From an optimization exercise on the open Yosys and OpenROAD flow, aimed at small area; shortcuts taken in it are not production practice. Where RTL was checked, it was by simulation tests only, not by an equivalence proof against the original. Power figures rest on the tool's default switching activity, not on a simulated workload.

Setup of delta:
## comm
module comm (
     input  wire          clk,
     input  wire          reset_n,
     input  wire [7:0]    phr_psdu_in,
     input  wire          phr_psdu_in_valid,
     output wire          tx_out,
     output wire          tx_out_valid,
     input  wire          rx_in,
     output wire [7:0]    out,
     output wire [1:0]    out_valid
);
Size in the first run: ~490 cells after synthesis, roughly 250 flip-flops, ~24 I/O pins.
==> module comm, before the edit <==
module comm (
     input  wire          clk,
     input  wire          reset_n,
     input  wire [7:0]    phr_psdu_in,
     input  wire          phr_psdu_in_valid,
     output wire          tx_out,
     output wire          tx_out_valid,
     input  wire          rx_in,
     output wire [7:0]    out,
     output wire [1:0]    out_valid
);
    reg        active;
    reg [6:0]  t;       
    reg        sph;     
    reg [4:0]  nb;      
    wire [1:0] g = t[4:3];
    reg [8:0]  pn;
    reg [15:0] crc;
    reg [20:0] ring [0:7];
    wire       sphase = sph;
    wire       dphase = sph && (nb > 5'd2);
    wire [2:0] bi = t[2:0];
    wire [7:0] r0, r1, r2;
    genvar gi;
    generate for (gi = 0; gi < 8; gi = gi + 1) begin : rd
        assign r0[gi] = ring[gi][(17 + gi) % 21];
        assign r1[gi] = ring[gi][3 + gi];
        assign r2[gi] = ring[gi][10 + gi];
    end endgenerate
    wire dbit = g[1] ? r2[bi] : g[0] ? r1[bi] : r0[bi];
    localparam [15:0] SFD = 16'hF398;
    wire       hbit = t[6] ? SFD[t[3:0]] : t[0];
    wire       sbit = (dphase ? dbit : ~crc[0]) ^ pn[0];
    assign tx_out_valid = active;
    assign tx_out       = active && (sphase ? sbit : hbit);
    integer k;
    always @(posedge clk) begin
        for (k = 0; k < 8; k = k + 1)
            ring[k] <= {ring[k][19:0], phr_psdu_in_valid ? phr_psdu_in[k] : ring[k][20]};
    end
    always @(posedge clk or negedge reset_n) begin
        if (~reset_n)
            active <= 1'b0;
        else if (!active)
            active <= phr_psdu_in_valid;
        else if (sph && nb == 5'd1 && t[2:0] == 3'd7)
            active <= 1'b0;
    end
    always @(posedge clk) begin
        if (!active) begin
            t   <= 7'd0;
            sph <= 1'b0;
            nb  <= phr_psdu_in_valid ? 5'd3 : 5'd2;
        end else begin
            if (!sph)
                t <= (t == 7'd79) ? 7'd0 : t + 7'd1;
            else begin
                t[2:0] <= t[2:0] + 3'd1;
                if (t[2:0] == 3'd7)
                    t[4:3] <= (t[4:3] == 2'd2) ? 2'd0 : t[4:3] + 2'd1;
            end
            if (t == 7'd79)
                sph <= 1'b1;
            if (phr_psdu_in_valid)
                nb <= nb + 5'd1;
            else if (sph && t[2:0] == 3'd7)
                nb <= nb - 5'd1;
        end
    end
    wire crc_fb = dphase ? (crc[0] ^ dbit) : 1'b0;
    always @(posedge clk) begin
        pn  <= {sphase ? pn[0] ^ pn[5] : 1'b1, pn[8:1]};
        crc <= {dphase ? crc_fb : !sphase, crc[15:12], crc[11] ^ crc_fb, crc[10:5], crc[4] ^ crc_fb, crc[3:1]};
    end
    reg  [6:0] kmp;
    reg  [2:0] ibc;         
    reg  [2:0] st;
    reg  [7:0] cnt;
    reg  [8:0] pf;
    reg  [7:0] ib;          
    localparam [15:0] SFD_BITS = 16'hF398;
    reg [6:0] kmp_fb;
    always @(*) begin
        if (!kmp[6])
            kmp_fb = {6'd0, kmp[0]};
        else case (kmp[3:0])
            4'd1:                    kmp_fb = 7'd64;
            4'd2, 4'd6, 4'd11:       kmp_fb = 7'd2;
            4'd4, 4'd8, 4'd13:       kmp_fb = 7'd3;
            4'd0, 4'd5, 4'd10:       kmp_fb = 7'd0;
            default:                 kmp_fb = 7'd1;
        endcase
    end
    wire       kmp_exp = kmp[6] ? SFD_BITS[kmp[3:0]] : kmp[0];
    wire [6:0] kmp_nx  = (rx_in == kmp_exp) ? kmp + 7'd1 : kmp_fb;
    wire match = (kmp == 7'd80);
    wire busy  = (st != 3'd0);
    wire ds    = busy || match;
    wire fire  = (ibc == 3'd0) && busy;
    wire fe    = fire && (st == 3'd7);
    wire hdr   = (st != 3'd0) && (st <= 3'd4);
    wire pay   = (st == 3'd5);
    assign out       = fire ? ib : 8'd0;
    assign out_valid = fire ? {st[2] && !hdr, !pay} : 2'd0;
    always @(posedge clk or negedge reset_n) begin
        if (~reset_n) begin
            kmp <= 7'd0;
            st  <= 3'd0;
        end else begin
            kmp <= (!ds || fe) ? kmp_nx : 7'd0;
            if (match || (fire && !(pay && cnt != 8'd1)))
                st <= st + 3'd1;
        end
    end
    always @(posedge clk) begin
        if (fire && (hdr || pay))
            cnt <= (st == 3'd1 || (hdr && cnt == 8'd0)) ? ib : cnt - 8'd1;
    end
    always @(posedge clk) begin
        ibc <= ds ? ibc + 3'd1 : 3'd0;
        pf  <= {ds ? pf[0] ^ pf[5] : 1'b1, pf[8:1]};
        ib  <= {rx_in ^ pf[0], ib[7:1]};
    end
endmodule
Settings: LEC_CHECK=0, CAP_MARGIN=20, CORE_MARGIN=2, CORE_UTILIZATION=65, SLEW_MARGIN=20; clock period 10.0 ns.
standard.sh (not shown) runs the stock make flow with config.mk's settings and CLKGATE_MAP_FILE= SYNTH_SCRIPT=/design/flow/synth_recipe.tcl, a recipe that flattens the netlist after the stock synthesis.
==> flow/flow/run.sh <==
#!/bin/bash
# Standard layout (the standard.sh, standard synthesis unchanged) with:
# - a leaner clock tree: no dummy loads, clkbuf_8 sink clusters of up to 16
#   flip-flops, clkbuf_4 root and tree levels;
# - the smallest buffer (buf_1) on every input and output port.
# The make output goes to standard.log; ORFS keeps each step's log in orfs/logs.
set -euo pipefail
export CTS_ARGS="-sink_clustering_enable -repair_clock_nets -dont_use_dummy_load -buf_list sky130_fd_sc_hd__clkbuf_4 -root_buf sky130_fd_sc_hd__clkbuf_4 -sink_clustering_buffer sky130_fd_sc_hd__clkbuf_8 -sink_clustering_size 16 -sink_clustering_max_diameter 80"
export BUFFER_PORTS_ARGS="-buffer_cell sky130_fd_sc_hd__buf_1"
bash standard.sh > standard.log 2>&1
Relative to delta, the following input files were edited for yarrow:
--- a/flow/design.v
+++ b/flow/design.v
@@ -16,11 +16,12 @@
     wire [1:0] g = t[4:3];
     reg [8:0]  pn;
     reg [15:0] crc;
     reg [20:0] ring [0:7];
     wire       sphase = sph;
-    wire       dphase = sph && (nb > 5'd2);
+    wire       crc_ph = (nb[4:2] == 3'b111) && (nb[1] != nb[0]);    
+    wire       dphase = sph && !crc_ph;
     wire [2:0] bi = t[2:0];
     wire [7:0] r0, r1, r2;
     genvar gi;
     generate for (gi = 0; gi < 8; gi = gi + 1) begin : rd
         assign r0[gi] = ring[gi][(17 + gi) % 21];
@@ -41,18 +42,18 @@
     always @(posedge clk or negedge reset_n) begin
         if (~reset_n)
             active <= 1'b0;
         else if (!active)
             active <= phr_psdu_in_valid;
-        else if (sph && nb == 5'd1 && t[2:0] == 3'd7)
+        else if (sph && nb == 5'd29 && t[2:0] == 3'd7)
             active <= 1'b0;
     end
     always @(posedge clk) begin
         if (!active) begin
             t   <= 7'd0;
             sph <= 1'b0;
-            nb  <= phr_psdu_in_valid ? 5'd3 : 5'd2;
+            nb  <= 5'd31;
         end else begin
             if (!sph)
                 t <= (t == 7'd79) ? 7'd0 : t + 7'd1;
             else begin
                 t[2:0] <= t[2:0] + 3'd1;
@@ -60,11 +61,11 @@
                     t[4:3] <= (t[4:3] == 2'd2) ? 2'd0 : t[4:3] + 2'd1;
             end
             if (t == 7'd79)
                 sph <= 1'b1;
             if (phr_psdu_in_valid)
-                nb <= nb + 5'd1;
+                nb <= t[4:0];            
             else if (sph && t[2:0] == 3'd7)
                 nb <= nb - 5'd1;
         end
     end
     wire crc_fb = dphase ? (crc[0] ^ dbit) : 1'b0;
### Flow results
yarrow went all the way through the flow, and no timing, DRC or antenna check failed. Wire: yarrow routes more than delta. yarrow ended with less adder-cell area share of the yosys netlist than delta. yarrow has post-layout utilization of the core below what delta had. In terms of leakage power, yarrow and delta differ only marginally. The mean number of vias per cell number comes out lower for delta vs yarrow.
The RTL of delta was laid out without a check of its function.

==> re-timing with driven ports <==
The results above use ideal ports. As a check the final layouts listed here were re-extracted and re-timed, cells and wires unchanged.
Step 1: set_driving_cell puts a clkbuf_16 on clk and a buf_2 on each other input, an assumption about the parent block.
Step 2, shift: input delay + t, output delay - t, t = (earliest + latest rising clock arrival at the registers) / 2. This alone moves slack from input paths to output paths.
a / b / c = ideal / step 1 / step 2; a / b = the first two.
| run | t, ns | setup slack, ns | worst hold slack (ns) | slew at the worst register clock pin (ns) | worst data-port slew with drivers (ns) |
|---|---|---|---|---|---|
| delta | 0.581 | 5.031 / 4.999 / 5.580 | 0.280 / 0.280 / 0.280 | 0.10 / 0.10 | 0.04 |
| yarrow | 0.589 | 4.989 / 4.957 / 5.546 | 0.271 / 0.271 / 0.271 | 0.10 / 0.10 | 0.04 |
After both steps setup and hold are still met in every run listed.
